What follows belongs to an exercise in optimizing a design on an open flow for small area and a short achievable clock period; a production flow would make more cautious choices.
In this exercise RTL edits were held to simulation tests only and were not proved equivalent to the original.
Power is estimated from default activity; no workload was simulated.

==> run F <==
==> flow/design.v <==
module axis_hdr_insert_top (
	input          clk,
	input          rst_n,
	input          valid_in,
	input  [127:0] data_in,
	input  [15:0]  keep_in,
	input          last_in,
	output         ready_in,
	output         valid_out,
	output [127:0] data_out,
	output [15:0]  keep_out,
	output         last_out,
	input          ready_out,
	input          valid_insert,
	input  [127:0] data_insert,
	input  [15:0]  keep_insert,
	input  [3:0]   byte_insert_cnt,
	output         ready_insert
);
axi_stream_insert_header #(
	.DATA_WD      (128),
	.DATA_BYTE_WD (16),
	.BYTE_CNT_WD  (4)
) u_core (
	.clk             (clk),
	.rst_n           (rst_n),
	.valid_in        (valid_in),
	.data_in         (data_in),
	.keep_in         (keep_in),
	.last_in         (last_in),
	.ready_in        (ready_in),
	.valid_out       (valid_out),
	.data_out        (data_out),
	.keep_out        (keep_out),
	.last_out        (last_out),
	.ready_out       (ready_out),
	.valid_insert    (valid_insert),
	.data_insert     (data_insert),
	.keep_insert     (keep_insert),
	.byte_insert_cnt (byte_insert_cnt),
	.ready_insert    (ready_insert)
);
endmodule

module axi_stream_insert_header
#(
	parameter 						DATA_WD = 32,
	parameter 						DATA_BYTE_WD = DATA_WD / 8,
	parameter 						BYTE_CNT_WD = $clog2(DATA_BYTE_WD)
)(
	input 							clk,
	input 							rst_n,
	input 							valid_in,
	input 	[DATA_WD-1 : 0] 		data_in,
	input 	[DATA_BYTE_WD-1 : 0] 	keep_in,
	input 							last_in,
	output 							ready_in,
	output 							valid_out,
	output 	[DATA_WD-1 : 0] 		data_out,
	output 	[DATA_BYTE_WD-1 : 0] 	keep_out,
	output 							last_out,
	input 							ready_out,
	input 							valid_insert,
	input 	[DATA_WD-1 : 0] 		data_insert,
	input 	[DATA_BYTE_WD-1 : 0] 	keep_insert,
	input	[BYTE_CNT_WD-1 : 0]		byte_insert_cnt,
	output 							ready_insert
);
localparam NB = DATA_BYTE_WD;           
localparam SW = $clog2(NB + 1);         
reg				r_ready_insert;
reg				r_in_active1;
reg				r_in_active2;
reg				r_valid_out;
reg				r_last_out;
reg	[2:0]		r_cnt;           
reg	[NB-1:0]	r_thdr;          
reg	[DATA_WD-1:0]		r_data;
reg	[DATA_WD-1:0]		r_data1;
reg	[NB-1:0]	r_keep;
reg	[NB-1:0]	r_keep1;
reg	[DATA_WD-1:0]		r_data_out;
reg	[NB-1:0]	r_keep_out;
wire w_insert_active = valid_insert & r_ready_insert;
wire w_load         = r_ready_insert ? valid_insert : valid_in;
wire w_in_active    = valid_in & ~r_ready_insert;
wire w_hold         = ~w_load;
wire [NB-1:0] w_s0 = keep_insert;
wire w_c0_h = w_s0[0] | w_s0[1];
wire w_c0_l = w_s0[0] & w_s0[1];
wire w_c1_h = w_s0[2] | w_s0[3];
wire w_c1_l = w_s0[2] & w_s0[3];
wire w_c2_h = w_c0_h | w_c1_h;
wire w_c2_l = w_c0_h & w_c1_h;
wire w_c3_h = w_c0_l | w_c1_l;
wire w_c3_l = w_c0_l & w_c1_l;
wire w_c4_h = w_c3_h | w_c2_l;
wire w_c4_l = w_c3_h & w_c2_l;
wire w_c5_h = w_s0[4] | w_s0[5];
wire w_c5_l = w_s0[4] & w_s0[5];
wire w_c6_h = w_s0[6] | w_s0[7];
wire w_c6_l = w_s0[6] & w_s0[7];
wire w_c7_h = w_c5_h | w_c6_h;
wire w_c7_l = w_c5_h & w_c6_h;
wire w_c8_h = w_c5_l | w_c6_l;
wire w_c8_l = w_c5_l & w_c6_l;
wire w_c9_h = w_c8_h | w_c7_l;
wire w_c9_l = w_c8_h & w_c7_l;
wire w_c10_h = w_c2_h | w_c7_h;
wire w_c10_l = w_c2_h & w_c7_h;
wire w_c11_h = w_c4_l | w_c9_l;
wire w_c11_l = w_c4_l & w_c9_l;
wire w_c12_h = w_c11_h | w_c10_l;
wire w_c12_l = w_c11_h & w_c10_l;
wire w_c13_h = w_c4_h | w_c9_h;
wire w_c13_l = w_c4_h & w_c9_h;
wire w_c14_h = w_c3_l | w_c8_l;
wire w_c14_l = w_c3_l & w_c8_l;
wire w_c15_h = w_c14_h | w_c13_l;
wire w_c15_l = w_c14_h & w_c13_l;
wire w_c16_h = w_c13_h | w_c12_h;
wire w_c16_l = w_c13_h & w_c12_h;
wire w_c17_h = w_c15_h | w_c12_l;
wire w_c17_l = w_c15_h & w_c12_l;
wire w_c18_h = w_c15_l | w_c11_l;
wire w_c18_l = w_c15_l & w_c11_l;
wire w_c19_h = w_s0[8] | w_s0[9];
wire w_c19_l = w_s0[8] & w_s0[9];
wire w_c20_h = w_s0[10] | w_s0[11];
wire w_c20_l = w_s0[10] & w_s0[11];
wire w_c21_h = w_c19_h | w_c20_h;
wire w_c21_l = w_c19_h & w_c20_h;
wire w_c22_h = w_c19_l | w_c20_l;
wire w_c22_l = w_c19_l & w_c20_l;
wire w_c23_h = w_c22_h | w_c21_l;
wire w_c23_l = w_c22_h & w_c21_l;
wire w_c24_h = w_s0[12] | w_s0[13];
wire w_c24_l = w_s0[12] & w_s0[13];
wire w_c25_h = w_s0[14] | w_s0[15];
wire w_c25_l = w_s0[14] & w_s0[15];
wire w_c26_h = w_c24_h | w_c25_h;
wire w_c26_l = w_c24_h & w_c25_h;
wire w_c27_h = w_c24_l | w_c25_l;
wire w_c27_l = w_c24_l & w_c25_l;
wire w_c28_h = w_c27_h | w_c26_l;
wire w_c28_l = w_c27_h & w_c26_l;
wire w_c29_h = w_c21_h | w_c26_h;
wire w_c29_l = w_c21_h & w_c26_h;
wire w_c30_h = w_c23_l | w_c28_l;
wire w_c30_l = w_c23_l & w_c28_l;
wire w_c31_h = w_c30_h | w_c29_l;
wire w_c31_l = w_c30_h & w_c29_l;
wire w_c32_h = w_c23_h | w_c28_h;
wire w_c32_l = w_c23_h & w_c28_h;
wire w_c33_h = w_c22_l | w_c27_l;
wire w_c33_l = w_c22_l & w_c27_l;
wire w_c34_h = w_c33_h | w_c32_l;
wire w_c34_l = w_c33_h & w_c32_l;
wire w_c35_h = w_c32_h | w_c31_h;
wire w_c35_l = w_c32_h & w_c31_h;
wire w_c36_h = w_c34_h | w_c31_l;
wire w_c36_l = w_c34_h & w_c31_l;
wire w_c37_h = w_c34_l | w_c30_l;
wire w_c37_l = w_c34_l & w_c30_l;
wire w_c38_h = w_c10_h | w_c29_h;
wire w_c38_l = w_c10_h & w_c29_h;
wire w_c39_h = w_c17_l | w_c36_l;
wire w_c39_l = w_c17_l & w_c36_l;
wire w_c40_h = w_c39_h | w_c38_l;
wire w_c40_l = w_c39_h & w_c38_l;
wire w_c41_h = w_c16_l | w_c35_l;
wire w_c41_l = w_c16_l & w_c35_l;
wire w_c42_h = w_c18_l | w_c37_l;
wire w_c42_l = w_c18_l & w_c37_l;
wire w_c43_h = w_c42_h | w_c41_l;
wire w_c43_l = w_c42_h & w_c41_l;
wire w_c44_h = w_c41_h | w_c40_h;
wire w_c44_l = w_c41_h & w_c40_h;
wire w_c45_h = w_c43_h | w_c40_l;
wire w_c45_l = w_c43_h & w_c40_l;
wire w_c46_h = w_c43_l | w_c39_l;
wire w_c46_l = w_c43_l & w_c39_l;
wire w_c47_h = w_c16_h | w_c35_h;
wire w_c47_l = w_c16_h & w_c35_h;
wire w_c48_h = w_c18_h | w_c37_h;
wire w_c48_l = w_c18_h & w_c37_h;
wire w_c49_h = w_c48_h | w_c47_l;
wire w_c49_l = w_c48_h & w_c47_l;
wire w_c50_h = w_c17_h | w_c36_h;
wire w_c50_l = w_c17_h & w_c36_h;
wire w_c51_h = w_c14_l | w_c33_l;
wire w_c51_l = w_c14_l & w_c33_l;
wire w_c52_h = w_c51_h | w_c50_l;
wire w_c52_l = w_c51_h & w_c50_l;
wire w_c53_h = w_c50_h | w_c49_h;
wire w_c53_l = w_c50_h & w_c49_h;
wire w_c54_h = w_c52_h | w_c49_l;
wire w_c54_l = w_c52_h & w_c49_l;
wire w_c55_h = w_c52_l | w_c48_l;
wire w_c55_l = w_c52_l & w_c48_l;
wire w_c56_h = w_c47_h | w_c44_h;
wire w_c56_l = w_c47_h & w_c44_h;
wire w_c57_h = w_c53_h | w_c44_l;
wire w_c57_l = w_c53_h & w_c44_l;
wire w_c58_h = w_c53_l | w_c45_h;
wire w_c58_l = w_c53_l & w_c45_h;
wire w_c59_h = w_c54_h | w_c45_l;
wire w_c59_l = w_c54_h & w_c45_l;
wire w_c60_h = w_c54_l | w_c46_h;
wire w_c60_l = w_c54_l & w_c46_h;
wire w_c61_h = w_c55_h | w_c46_l;
wire w_c61_l = w_c55_h & w_c46_l;
wire w_c62_h = w_c55_l | w_c42_l;
wire w_c62_l = w_c55_l & w_c42_l;
wire [NB-1:0] w_srt = {w_c51_l, w_c62_l, w_c62_h, w_c61_l, w_c61_h, w_c60_l, w_c60_h, w_c59_l, w_c59_h, w_c58_l, w_c58_h, w_c57_l, w_c57_h, w_c56_l, w_c56_h, w_c38_h};
wire w_flag         = r_in_active1 & ~r_in_active2;
wire w_out_en       = w_flag | r_valid_out;
assign ready_insert = r_ready_insert;
assign ready_in     = ~r_ready_insert;
assign valid_out    = r_valid_out;
assign last_out     = r_last_out;
assign data_out     = r_data_out;
assign keep_out     = r_keep_out;
always @(posedge clk or negedge rst_n) begin
	if (!rst_n) begin
		r_ready_insert <= 1'b1;
		r_in_active1   <= 1'b0;
		r_in_active2   <= 1'b0;
		r_valid_out    <= 1'b0;
		r_last_out     <= 1'b0;
	end else begin
		if (w_insert_active)
			r_ready_insert <= 1'b0;
		else if (last_in)
			r_ready_insert <= 1'b1;
		r_in_active1 <= w_in_active;
		r_in_active2 <= r_in_active1;
		if (w_flag)
			r_valid_out <= 1'b1;
		else if (r_last_out)
			r_valid_out <= 1'b0;
		r_last_out <= r_valid_out & (r_cnt == 3'd4);
	end
end
always @(posedge clk) begin
	if (w_flag)
		r_cnt <= 3'd0;
	else
		r_cnt <= r_cnt + 3'd1;
	if (w_insert_active)
		r_thdr <= w_srt;
	r_data <= ({DATA_WD{w_insert_active}} & data_insert) |
	          ({DATA_WD{w_in_active}} & data_in) |
	          ({DATA_WD{w_hold}} & r_data);
	r_keep <= ({NB{w_insert_active}} & keep_insert) |
	          ({NB{w_in_active}} & keep_in) |
	          ({NB{w_hold}} & r_keep);
	r_data1 <= r_data;
	r_keep1 <= r_keep;
end
wire [NB:1] w_t = r_thdr;        
wire [3:0]  w_rot;               
assign w_rot[3] = w_t[8] & ~w_t[16];
assign w_rot[2] = (w_t[4] & ~w_t[8]) | (w_t[12] & ~w_t[16]);
assign w_rot[1] = (w_t[2] & ~w_t[4]) | (w_t[6] & ~w_t[8]) | (w_t[10] & ~w_t[12]) | (w_t[14] & ~w_t[16]);
assign w_rot[0] = (w_t[1] & ~w_t[2]) | (w_t[3] & ~w_t[4]) | (w_t[5] & ~w_t[6]) | (w_t[7] & ~w_t[8]) |
                  (w_t[9] & ~w_t[10]) | (w_t[11] & ~w_t[12]) | (w_t[13] & ~w_t[14]) | (w_t[15] & ~w_t[16]);
reg [DATA_WD-1:0] w_mix, w_r8, w_r4, w_r2, w_shift;
reg [NB-1:0]      w_kmix, w_k8, w_k4, w_k2, w_kshift;
integer j;
always @* begin
	for (j = 0; j < NB; j = j + 1) begin
		w_mix[8*j +: 8] = w_t[j+1] ? r_data1[8*j +: 8] : r_data[8*j +: 8];
		w_kmix[j]       = w_t[j+1] & r_keep1[j];
	end
	for (j = 0; j < NB; j = j + 1) begin
		w_r8[8*j +: 8] = w_rot[3] ? w_mix[8*((j+8)%NB) +: 8] : w_mix[8*j +: 8];
		w_k8[j]        = w_rot[3] ? w_kmix[(j+8)%NB] : w_kmix[j];
	end
	for (j = 0; j < NB; j = j + 1) begin
		w_r4[8*j +: 8] = w_rot[2] ? w_r8[8*((j+4)%NB) +: 8] : w_r8[8*j +: 8];
		w_k4[j]        = w_rot[2] ? w_k8[(j+4)%NB] : w_k8[j];
	end
	for (j = 0; j < NB; j = j + 1) begin
		w_r2[8*j +: 8] = w_rot[1] ? w_r4[8*((j+2)%NB) +: 8] : w_r4[8*j +: 8];
		w_k2[j]        = w_rot[1] ? w_k4[(j+2)%NB] : w_k4[j];
	end
	for (j = 0; j < NB; j = j + 1) begin
		w_shift[8*j +: 8] = w_rot[0] ? w_r2[8*((j+1)%NB) +: 8] : w_r2[8*j +: 8];
		w_kshift[j]       = w_rot[0] ? w_k2[(j+1)%NB] : w_k2[j];
	end
end
always @(posedge clk or negedge rst_n) begin
	if (!rst_n) begin
		r_data_out <= {DATA_WD{1'b0}};
		r_keep_out <= {NB{1'b0}};
	end else begin
		if (w_out_en)
			r_data_out <= w_shift;
		if (w_flag)
			r_keep_out <= {NB{1'b1}};
		else if ((r_cnt == 3'd4) && r_valid_out && ready_out)
			r_keep_out <= w_kshift;
	end
end
endmodule
==> flow/flow/run.sh <==
#!/bin/bash
# Standard ORFS layout (the standard.sh), except that the port buffers that
# global placement inserts on every input and output use a plain buffer cell.
set -euo pipefail
bash standard.sh "BUFFER_PORTS_ARGS=-buffer_cell sky130_fd_sc_hd__buf_2" finish > standard.log 2>&1
==> flow/standard.sh <==
#!/bin/bash
# synth_recipe.tcl (not shown) runs the flow's synth.tcl, then flattens the netlist and writes it again
# the make line also repeats each setting of config.mk as NAME=value (left out here)
make -C /OpenROAD-flow-scripts/flow DESIGN_CONFIG=/design/flow/config.mk WORK_HOME=/design/flow/orfs CLKGATE_MAP_FILE= SYNTH_SCRIPT=/design/flow/synth_recipe.tcl "${@:-finish}"
==> flow/config.mk <==
export PLATFORM = sky130hd
export DESIGN_NAME = axis_hdr_insert_top
export DESIGN_NICKNAME = axis_hdr_insert_top
export VERILOG_FILES = /design/flow/design.v
export SDC_FILE = /design/flow/constraint.sdc
export NUM_CORES = 4
export LEC_CHECK = 0
export CAP_MARGIN = 20
export CORE_MARGIN = 2
export CORE_UTILIZATION = 40
export SETUP_SLACK_MARGIN = 4.9
export SLEW_MARGIN = 20
==> flow/constraint.sdc <==
create_clock -name core_clock -period 7.0 [get_ports {clk}]
set_input_delay 1.4000 -clock core_clock [delete_from_list [all_inputs] [get_ports {clk}]]
set_output_delay 1.4000 -clock core_clock [all_outputs]
set_load 0.01 [all_outputs]
==> inputs of run Z, as changes to run F <==
==> flow/design.v, changed modules only <==
module axi_stream_insert_header
#(
	parameter 						DATA_WD = 32,
	parameter 						DATA_BYTE_WD = DATA_WD / 8,
	parameter 						BYTE_CNT_WD = $clog2(DATA_BYTE_WD)
)(
	input 							clk,
	input 							rst_n,
	input 							valid_in,
	input 	[DATA_WD-1 : 0] 		data_in,
	input 	[DATA_BYTE_WD-1 : 0] 	keep_in,
	input 							last_in,
	output 							ready_in,
	output 							valid_out,
	output 	[DATA_WD-1 : 0] 		data_out,
	output 	[DATA_BYTE_WD-1 : 0] 	keep_out,
	output 							last_out,
	input 							ready_out,
	input 							valid_insert,
	input 	[DATA_WD-1 : 0] 		data_insert,
	input 	[DATA_BYTE_WD-1 : 0] 	keep_insert,
	input	[BYTE_CNT_WD-1 : 0]		byte_insert_cnt,
	output 							ready_insert
);
localparam NB = DATA_BYTE_WD;           
localparam SW = $clog2(NB + 1);         
reg				r_ready_insert;
reg				r_in_active1;
reg				r_in_active2;
reg				r_valid_out;
reg				r_last_out;
reg	[2:0]		r_cnt;           
reg	[SW-1:0]	r_nhdr;          
reg	[DATA_WD-1:0]		r_data;
reg	[DATA_WD-1:0]		r_data1;
reg	[NB-1:0]	r_keep;
reg	[NB-1:0]	r_keep1;
reg	[DATA_WD-1:0]		r_data_out;
reg	[NB-1:0]	r_keep_out;
wire w_insert_active = valid_insert & r_ready_insert;
wire w_load         = r_ready_insert ? valid_insert : valid_in;
wire w_in_active    = valid_in & ~r_ready_insert;
wire w_hold         = ~w_load;
wire [NB-1:0] w_s0 = keep_insert;
wire w_c0_h = w_s0[0] | w_s0[1];
wire w_c0_l = w_s0[0] & w_s0[1];
wire w_c1_h = w_s0[2] | w_s0[3];
wire w_c1_l = w_s0[2] & w_s0[3];
wire w_c2_h = w_c0_h | w_c1_h;
wire w_c2_l = w_c0_h & w_c1_h;
wire w_c3_h = w_c0_l | w_c1_l;
wire w_c3_l = w_c0_l & w_c1_l;
wire w_c4_h = w_c3_h | w_c2_l;
wire w_c4_l = w_c3_h & w_c2_l;
wire w_c5_h = w_s0[4] | w_s0[5];
wire w_c5_l = w_s0[4] & w_s0[5];
wire w_c6_h = w_s0[6] | w_s0[7];
wire w_c6_l = w_s0[6] & w_s0[7];
wire w_c7_h = w_c5_h | w_c6_h;
wire w_c7_l = w_c5_h & w_c6_h;
wire w_c8_h = w_c5_l | w_c6_l;
wire w_c8_l = w_c5_l & w_c6_l;
wire w_c9_h = w_c8_h | w_c7_l;
wire w_c9_l = w_c8_h & w_c7_l;
wire w_c10_h = w_c2_h | w_c7_h;
wire w_c10_l = w_c2_h & w_c7_h;
wire w_c11_h = w_c4_l | w_c9_l;
wire w_c11_l = w_c4_l & w_c9_l;
wire w_c12_h = w_c11_h | w_c10_l;
wire w_c12_l = w_c11_h & w_c10_l;
wire w_c13_h = w_c4_h | w_c9_h;
wire w_c13_l = w_c4_h & w_c9_h;
wire w_c14_h = w_c3_l | w_c8_l;
wire w_c14_l = w_c3_l & w_c8_l;
wire w_c15_h = w_c14_h | w_c13_l;
wire w_c15_l = w_c14_h & w_c13_l;
wire w_c16_h = w_c13_h | w_c12_h;
wire w_c16_l = w_c13_h & w_c12_h;
wire w_c17_h = w_c15_h | w_c12_l;
wire w_c17_l = w_c15_h & w_c12_l;
wire w_c18_h = w_c15_l | w_c11_l;
wire w_c18_l = w_c15_l & w_c11_l;
wire w_c19_h = w_s0[8] | w_s0[9];
wire w_c19_l = w_s0[8] & w_s0[9];
wire w_c20_h = w_s0[10] | w_s0[11];
wire w_c20_l = w_s0[10] & w_s0[11];
wire w_c21_h = w_c19_h | w_c20_h;
wire w_c21_l = w_c19_h & w_c20_h;
wire w_c22_h = w_c19_l | w_c20_l;
wire w_c22_l = w_c19_l & w_c20_l;
wire w_c23_h = w_c22_h | w_c21_l;
wire w_c23_l = w_c22_h & w_c21_l;
wire w_c24_h = w_s0[12] | w_s0[13];
wire w_c24_l = w_s0[12] & w_s0[13];
wire w_c25_h = w_s0[14] | w_s0[15];
wire w_c25_l = w_s0[14] & w_s0[15];
wire w_c26_h = w_c24_h | w_c25_h;
wire w_c26_l = w_c24_h & w_c25_h;
wire w_c27_h = w_c24_l | w_c25_l;
wire w_c27_l = w_c24_l & w_c25_l;
wire w_c28_h = w_c27_h | w_c26_l;
wire w_c28_l = w_c27_h & w_c26_l;
wire w_c29_h = w_c21_h | w_c26_h;
wire w_c29_l = w_c21_h & w_c26_h;
wire w_c30_h = w_c23_l | w_c28_l;
wire w_c30_l = w_c23_l & w_c28_l;
wire w_c31_h = w_c30_h | w_c29_l;
wire w_c31_l = w_c30_h & w_c29_l;
wire w_c32_h = w_c23_h | w_c28_h;
wire w_c32_l = w_c23_h & w_c28_h;
wire w_c33_h = w_c22_l | w_c27_l;
wire w_c33_l = w_c22_l & w_c27_l;
wire w_c34_h = w_c33_h | w_c32_l;
wire w_c34_l = w_c33_h & w_c32_l;
wire w_c35_h = w_c32_h | w_c31_h;
wire w_c35_l = w_c32_h & w_c31_h;
wire w_c36_h = w_c34_h | w_c31_l;
wire w_c36_l = w_c34_h & w_c31_l;
wire w_c37_h = w_c34_l | w_c30_l;
wire w_c37_l = w_c34_l & w_c30_l;
wire w_c38_h = w_c10_h | w_c29_h;
wire w_c38_l = w_c10_h & w_c29_h;
wire w_c39_h = w_c17_l | w_c36_l;
wire w_c39_l = w_c17_l & w_c36_l;
wire w_c40_h = w_c39_h | w_c38_l;
wire w_c40_l = w_c39_h & w_c38_l;
wire w_c41_h = w_c16_l | w_c35_l;
wire w_c41_l = w_c16_l & w_c35_l;
wire w_c42_h = w_c18_l | w_c37_l;
wire w_c42_l = w_c18_l & w_c37_l;
wire w_c43_h = w_c42_h | w_c41_l;
wire w_c43_l = w_c42_h & w_c41_l;
wire w_c44_h = w_c41_h | w_c40_h;
wire w_c44_l = w_c41_h & w_c40_h;
wire w_c45_h = w_c43_h | w_c40_l;
wire w_c45_l = w_c43_h & w_c40_l;
wire w_c46_h = w_c43_l | w_c39_l;
wire w_c46_l = w_c43_l & w_c39_l;
wire w_c47_h = w_c16_h | w_c35_h;
wire w_c47_l = w_c16_h & w_c35_h;
wire w_c48_h = w_c18_h | w_c37_h;
wire w_c48_l = w_c18_h & w_c37_h;
wire w_c49_h = w_c48_h | w_c47_l;
wire w_c49_l = w_c48_h & w_c47_l;
wire w_c50_h = w_c17_h | w_c36_h;
wire w_c50_l = w_c17_h & w_c36_h;
wire w_c51_h = w_c14_l | w_c33_l;
wire w_c51_l = w_c14_l & w_c33_l;
wire w_c52_h = w_c51_h | w_c50_l;
wire w_c52_l = w_c51_h & w_c50_l;
wire w_c53_h = w_c50_h | w_c49_h;
wire w_c53_l = w_c50_h & w_c49_h;
wire w_c54_h = w_c52_h | w_c49_l;
wire w_c54_l = w_c52_h & w_c49_l;
wire w_c55_h = w_c52_l | w_c48_l;
wire w_c55_l = w_c52_l & w_c48_l;
wire w_c56_h = w_c47_h | w_c44_h;
wire w_c56_l = w_c47_h & w_c44_h;
wire w_c57_h = w_c53_h | w_c44_l;
wire w_c57_l = w_c53_h & w_c44_l;
wire w_c58_h = w_c53_l | w_c45_h;
wire w_c58_l = w_c53_l & w_c45_h;
wire w_c59_h = w_c54_h | w_c45_l;
wire w_c59_l = w_c54_h & w_c45_l;
wire w_c60_h = w_c54_l | w_c46_h;
wire w_c60_l = w_c54_l & w_c46_h;
wire w_c61_h = w_c55_h | w_c46_l;
wire w_c61_l = w_c55_h & w_c46_l;
wire w_c62_h = w_c55_l | w_c42_l;
wire w_c62_l = w_c55_l & w_c42_l;
wire [NB-1:0] w_srt = {w_c51_l, w_c62_l, w_c62_h, w_c61_l, w_c61_h, w_c60_l, w_c60_h, w_c59_l, w_c59_h, w_c58_l, w_c58_h, w_c57_l, w_c57_h, w_c56_l, w_c56_h, w_c38_h};
wire [SW-1:0] w_hdr_cnt;
assign w_hdr_cnt[0] = (w_srt[0] & ~w_srt[1]) | (w_srt[2] & ~w_srt[3]) | (w_srt[4] & ~w_srt[5]) | (w_srt[6] & ~w_srt[7]) | (w_srt[8] & ~w_srt[9]) | (w_srt[10] & ~w_srt[11]) | (w_srt[12] & ~w_srt[13]) | (w_srt[14] & ~w_srt[15]);
assign w_hdr_cnt[1] = (w_srt[1] & ~w_srt[3]) | (w_srt[5] & ~w_srt[7]) | (w_srt[9] & ~w_srt[11]) | (w_srt[13] & ~w_srt[15]);
assign w_hdr_cnt[2] = (w_srt[3] & ~w_srt[7]) | (w_srt[11] & ~w_srt[15]);
assign w_hdr_cnt[3] = (w_srt[7] & ~w_srt[15]);
assign w_hdr_cnt[4] = (w_srt[15]);
wire w_flag         = r_in_active1 & ~r_in_active2;
wire w_out_en       = w_flag | r_valid_out;
assign ready_insert = r_ready_insert;
assign ready_in     = ~r_ready_insert;
assign valid_out    = r_valid_out;
assign last_out     = r_last_out;
assign data_out     = r_data_out;
assign keep_out     = r_keep_out;
always @(posedge clk or negedge rst_n) begin
	if (!rst_n) begin
		r_ready_insert <= 1'b1;
		r_in_active1   <= 1'b0;
		r_in_active2   <= 1'b0;
		r_valid_out    <= 1'b0;
		r_last_out     <= 1'b0;
	end else begin
		if (w_insert_active)
			r_ready_insert <= 1'b0;
		else if (last_in)
			r_ready_insert <= 1'b1;
		r_in_active1 <= w_in_active;
		r_in_active2 <= r_in_active1;
		if (w_flag)
			r_valid_out <= 1'b1;
		else if (r_last_out)
			r_valid_out <= 1'b0;
		r_last_out <= r_valid_out & (r_cnt == 3'd4);
	end
end
always @(posedge clk) begin
	if (w_flag)
		r_cnt <= 3'd0;
	else
		r_cnt <= r_cnt + 3'd1;
	if (w_insert_active)
		r_nhdr <= w_hdr_cnt;
	r_data <= ({DATA_WD{w_insert_active}} & data_insert) |
	          ({DATA_WD{w_in_active}} & data_in) |
	          ({DATA_WD{w_hold}} & r_data);
	r_keep <= ({NB{w_insert_active}} & keep_insert) |
	          ({NB{w_in_active}} & keep_in) |
	          ({NB{w_hold}} & r_keep);
	r_data1 <= r_data;
	r_keep1 <= r_keep;
end
wire [2*DATA_WD-1:0] w_win = {r_data1, r_data};
wire [2*DATA_WD-1:0] w_s4  = {r_data1, r_nhdr[SW-1] ? r_data1 : r_data};
wire [2*DATA_WD-1:0] w_shift = w_s4 >> {r_nhdr[SW-2:0], 3'b000};
wire [2*NB-1:0] w_kwin = {r_keep1, {NB{1'b0}}};
wire [2*NB-1:0] w_kshift = w_kwin >> r_nhdr;
always @(posedge clk or negedge rst_n) begin
	if (!rst_n) begin
		r_data_out <= {DATA_WD{1'b0}};
		r_keep_out <= {NB{1'b0}};
	end else begin
		if (w_out_en)
			r_data_out <= w_shift[DATA_WD-1:0];
		if (w_flag)
			r_keep_out <= {NB{1'b1}};
		else if ((r_cnt == 3'd4) && r_valid_out && ready_out)
			r_keep_out <= w_kshift[NB-1:0];
	end
end
endmodule
--- a/flow/config.mk
+++ b/flow/config.mk
@@ -9,4 +9,4 @@
 export CORE_MARGIN = 2
 export CORE_UTILIZATION = 40
-export SETUP_SLACK_MARGIN = 4.9
+export SETUP_SLACK_MARGIN = 3.8
 export SLEW_MARGIN = 20
==> results.txt <==
	run F	run Z
Run status	complete, no violations	complete, no violations
Power dissipated by switching net loads	5.144 mW	4.490 mW
Worst setup slack after placement	3118 ps	3048 ps
Buffers and inverters on the worst path	4	2
Mapped Nets	2,515	3,226
Area post-placement	25,640 µm²	27,260 µm²
Vias per cell	5.578	5.682
Floorplan die height	241.3 µm	252.6 µm
Num rows	86	91
Count of multi-input gates	1,588	2,221
Mean routed wirelength per cell	26.28 µm	22.94 µm
Logic depth of the worst setup path including buffers	10	8
Die Span X	241.3 µm	252.6 µm
Net count, final	3,187	3,507
Most common cell after layout, fill and taps aside	sky130_fd_sc_hd__buf_2	sky130_fd_sc_hd__nand2_1
Non-clock buffer area fraction after layout	0.1850	0.09239
Clock Pin Slew Worst Setup and Hold Paths	60 ps	70 ps
Part of the total power dissipated in combinational logic	0.486	0.380
Share of cell area taken by muxes after synthesis	0.3040	0.2029
Total non-filler cell area in the finished layout	35,930 µm²	29,360 µm²
Total wire length after detailed routing	96.60 mm	92.58 mm
Fraction of layout instances using a drive strength above 1	0.5260	0.2438
Number of ordinary and repair buffers in the finished layout	781	483
Clock-cell share of area	0.04534	0.05454
Clk sinks	456	445
Wire length on met1	40.97 mm	42.94 mm
Initial antenna violation count	2	9

[port drivers added, routing unchanged]
Ports are ideal in the flow. The routed layouts listed here were re-timed in OpenROAD.
Step 1 (the two cells are an assumption about what drives the block):
set clk [get_ports {clk}]
set_driving_cell -lib_cell sky130_fd_sc_hd__clkbuf_16 $clk
set_driving_cell -lib_cell sky130_fd_sc_hd__buf_2 [delete_from_list [all_inputs] $clk]
Step 2 moves the port delays by t, midway between the first and last clock arrival at a register: inputs arrive t later, outputs are due t later. That takes back most of the time a late clock gives input paths.
Three values: ideal, step 1, step 2; two values: the first two.
run	t (ns)	slack for setup (ns)	worst setup path after step 2
run F	0.655	4.199 / 4.199 / 3.917	input to register
run Z	0.666	3.738 / 3.738 / 3.191	input to register
After both steps every run listed still meets setup and hold. The setup slack of run Z, which loses most, moves by 0.000 ns with the drivers and by -0.547 ns with both steps.
